This is an optimization exercise on Yosys and OpenROAD, whose aim is small area, a short achievable clock period and few clock cycles per item, not a production implementation.
RTL that was checked went through simulation tests only; none was proved equivalent to the original.

## IOTDF
module IOTDF (input clk, input rst, input in_en, input [7:0] iot_in, input [2:0] fn_sel,
              output busy, output valid, output [127:0] iot_out);
clock: 4.5 ns
lec_check: 0
abc_area: 1
abc_clock_period_in_ps: 2450
cap_margin: 20
core_margin: 2
core_utilization: 40
cts_buf_list: sky130_fd_sc_hd__clkbuf_8
cts_cluster_diameter: 60
cts_cluster_size: 14
setup_slack_margin: 2.05
slew_margin: 20
standard.sh (not shown) runs the stock make flow with config.mk's settings and CLKGATE_MAP_FILE= SYNTH_SCRIPT=/design/flow/synth_recipe.tcl, a recipe that flattens the netlist after the stock synthesis.
==> flow/flow/run.sh <==
#!/bin/bash
# Standard ORFS layout (the standard.sh, standard synthesis), with the
# port buffers made of sky130_fd_sc_hd__buf_1 instead of the resizer's default pick.
set -uo pipefail
export BUFFER_PORTS_ARGS="-buffer_cell sky130_fd_sc_hd__buf_1"
bash standard.sh > standard_flow.log 2>&1
Change:
--- a/flow/design.v
+++ b/flow/design.v
@@ -603,96 +603,88 @@
         reg b;
         begin
             b = c;
             for (i = 7; i >= 0; i = i - 1) begin
                 b = b ^ g[i];
                 g2b[i] = b;
             end
         end
     endfunction
     reg         busy_r, valid_r;
     reg [3:0]   cnt;         
     reg         m_des, m_enc;    
-    reg         m_e0, m_d1;      
-    reg         ldA, ldB, ldC;   
-    reg         amt1;            
     reg         plsb;        
     reg [127:0] O;           
     reg         act;         
     reg [3:0]   rc;          
     reg [31:0]  Lr, Rr;
     reg [27:0]  Cr, Dr;
     reg [7:0]   P;           
     assign busy = busy_r;
     assign valid = valid_r;
     assign iot_out = O;
     wire [127:0] blk   = {O[119:0], iot_in};       
     wire         first = (cnt == 4'd0);
     wire         last  = in_en & (cnt == 4'd15);
-    wire         load  = ldC;    
+    wire         load  = last & m_des;
     wire         copy  = act & (rc == 4'd0);
     wire [55:0]  cd0 = pc1(blk[127:64]);
     wire [47:0]  K   = pc2({Cr, Dr});
     wire [47:0]  sx  = e(Rr) ^ K;
     wire [31:0]  so  = {s1(sx[47:42]), s2(sx[41:36]), s3(sx[35:30]), s4(sx[29:24]),
                         s5(sx[23:18]), s6(sx[17:12]), s7(sx[11:6]), s8(sx[5:0])};
     wire [31:0]  Rn  = Lr ^ pp(so);
     wire [63:0]  des_out = fp({Rn, Rr});
     wire [55:0]  cd_key  = m_enc ? {Cr, Dr} : {Cr[0], Cr[27:1], Dr[0], Dr[27:1]};
     wire [63:0]  key_out = ipc1(cd_key, P);
+    wire         amt1 = (rc == 4'd1) | (rc == 4'd8) | (rc == 4'd15);
     wire         f_crc = (fn_sel == 3'd3);
     wire         f_b2g = (fn_sel == 3'd4);
     wire         f_g2b = (fn_sel == 3'd5);
     wire         c_in = ~first & (f_g2b ? O[0] : plsb);
     wire [2:0]   crc_in = first ? 3'd0 : O[2:0];
     reg  [7:0]   byte_in;
     always @(*) begin
         if (f_crc)      byte_in = {5'd0, crc8(crc_in, iot_in)};
         else if (f_b2g) byte_in = iot_in ^ {c_in, iot_in[7:1]};
         else if (f_g2b) byte_in = g2b(c_in, iot_in);
         else            byte_in = iot_in;
     end
     wire busy_n = ~(in_en & (cnt == 4'd14)) &
                   (load | (act & ~((rc == 4'd0) | (rc == 4'd15))));
     wire valid_n = (last & ~m_des) | copy;
     always @(posedge clk or posedge rst) begin
         if (rst) begin
-            busy_r <= 1'b0; valid_r <= 1'b0; ldC <= 1'b0;
+            busy_r <= 1'b0; valid_r <= 1'b0;
             cnt <= 4'd0;
             act <= 1'b0;
         end else begin
             busy_r <= busy_n; valid_r <= valid_n;
-            ldC <= in_en & (cnt == 4'd14) & ((fn_sel == 3'd1) | (fn_sel == 3'd2));
             if (in_en) cnt <= cnt + 4'd1;
             if (load) act <= 1'b1;
             else if (copy) act <= 1'b0;
         end
     end
     always @(posedge clk) begin
         plsb <= iot_in[0];
         m_des <= (fn_sel == 3'd1) | (fn_sel == 3'd2);
         m_enc <= (fn_sel == 3'd1);
-        m_e0 <= fn_sel[0];
-        m_d1 <= fn_sel[1];
-        ldA <= in_en & (cnt == 4'd14) & ~fn_sel[2];
-        ldB <= in_en & (cnt == 4'd14);
-        amt1 <= load | (rc == 4'd7) | (rc == 4'd14);
         rc <= load ? 4'd1 : rc + 4'd1;
         if (copy) O <= {key_out, des_out};
         else O <= {O[119:8], O[7:3], O[2:0] & {3{~f_crc}}, byte_in};
-        if (ldB) {Lr, Rr} <= ip(blk[63:0]);
-        else begin
-            Lr <= Rr;
-            Rr <= Rn;
-        end
-        if (ldA) begin
-            {Cr, Dr} <= m_d1 ? cd0 : {cd0[54:28], cd0[55], cd0[26:0], cd0[27]};
+        if (load) begin
+            {Lr, Rr} <= ip(blk[63:0]);
+            {Cr, Dr} <= m_enc ? {cd0[54:28], cd0[55], cd0[26:0], cd0[27]} : cd0;
             P <= {blk[120], blk[112], blk[104], blk[96], blk[88], blk[80], blk[72], blk[64]};
-        end else if (m_e0) begin
-            if (amt1) {Cr, Dr} <= {Cr[26:0], Cr[27], Dr[26:0], Dr[27]};
-            else      {Cr, Dr} <= {Cr[25:0], Cr[27:26], Dr[25:0], Dr[27:26]};
         end else begin
-            if (amt1) {Cr, Dr} <= {Cr[0], Cr[27:1], Dr[0], Dr[27:1]};
-            else      {Cr, Dr} <= {Cr[1:0], Cr[27:2], Dr[1:0], Dr[27:2]};
+            Lr <= Rr;
+            Rr <= Rn;
+            if (m_enc) begin
+                if (amt1) {Cr, Dr} <= {Cr[26:0], Cr[27], Dr[26:0], Dr[27]};
+                else      {Cr, Dr} <= {Cr[25:0], Cr[27:26], Dr[25:0], Dr[27:26]};
+            end else begin
+                if (amt1) {Cr, Dr} <= {Cr[0], Cr[27:1], Dr[0], Dr[27:1]};
+                else      {Cr, Dr} <= {Cr[1:0], Cr[27:2], Dr[1:0], Dr[27:2]};
+            end
         end
     end
 endmodule
After rerunning: Non-clock buffer count is higher by 6. Via count is higher by 1.1%. Routed wire length falls by 1.1%. Hold slack gets worse by 0.021 ns. Design area is lower by 0.45%. Die area went down by 1.1%.
Testbench counts after the change, summed over its fixed seeds: cycles 8,100, items 480.
No functional check of the RTL was part of the first run of this note.

port drivers added, routing unchanged:
Ports are ideal in the flow. The routed layouts listed here were re-timed in OpenROAD. Step 1: set_driving_cell puts a clkbuf_16 on clk and a buf_2 on each other input, an assumption about the parent block. Step 2 moves the port delays by t, midway between the first and last clock arrival at a register: inputs arrive t later, outputs are due t later. That takes back most of the time a late clock gives input paths. Slacks: ideal / step 1 / step 2; pairs: ideal / step 1.
| run | t (ns) | slack for setup (ns) | hold slack, ns |
|---|---|---|---|
| the first run | 0.651 | 2.137 / 2.137 / 1.678 | 0.181 / 0.152 / 0.437 |
| the second run | 0.673 | 2.160 / 2.113 / 1.768 | 0.161 / 0.127 / 0.445 |
After both steps setup and hold are still met in every run listed. For the first run, which loses most, drivers alone change the setup slack by 0.000 ns; drivers and shift together by -0.459 ns.
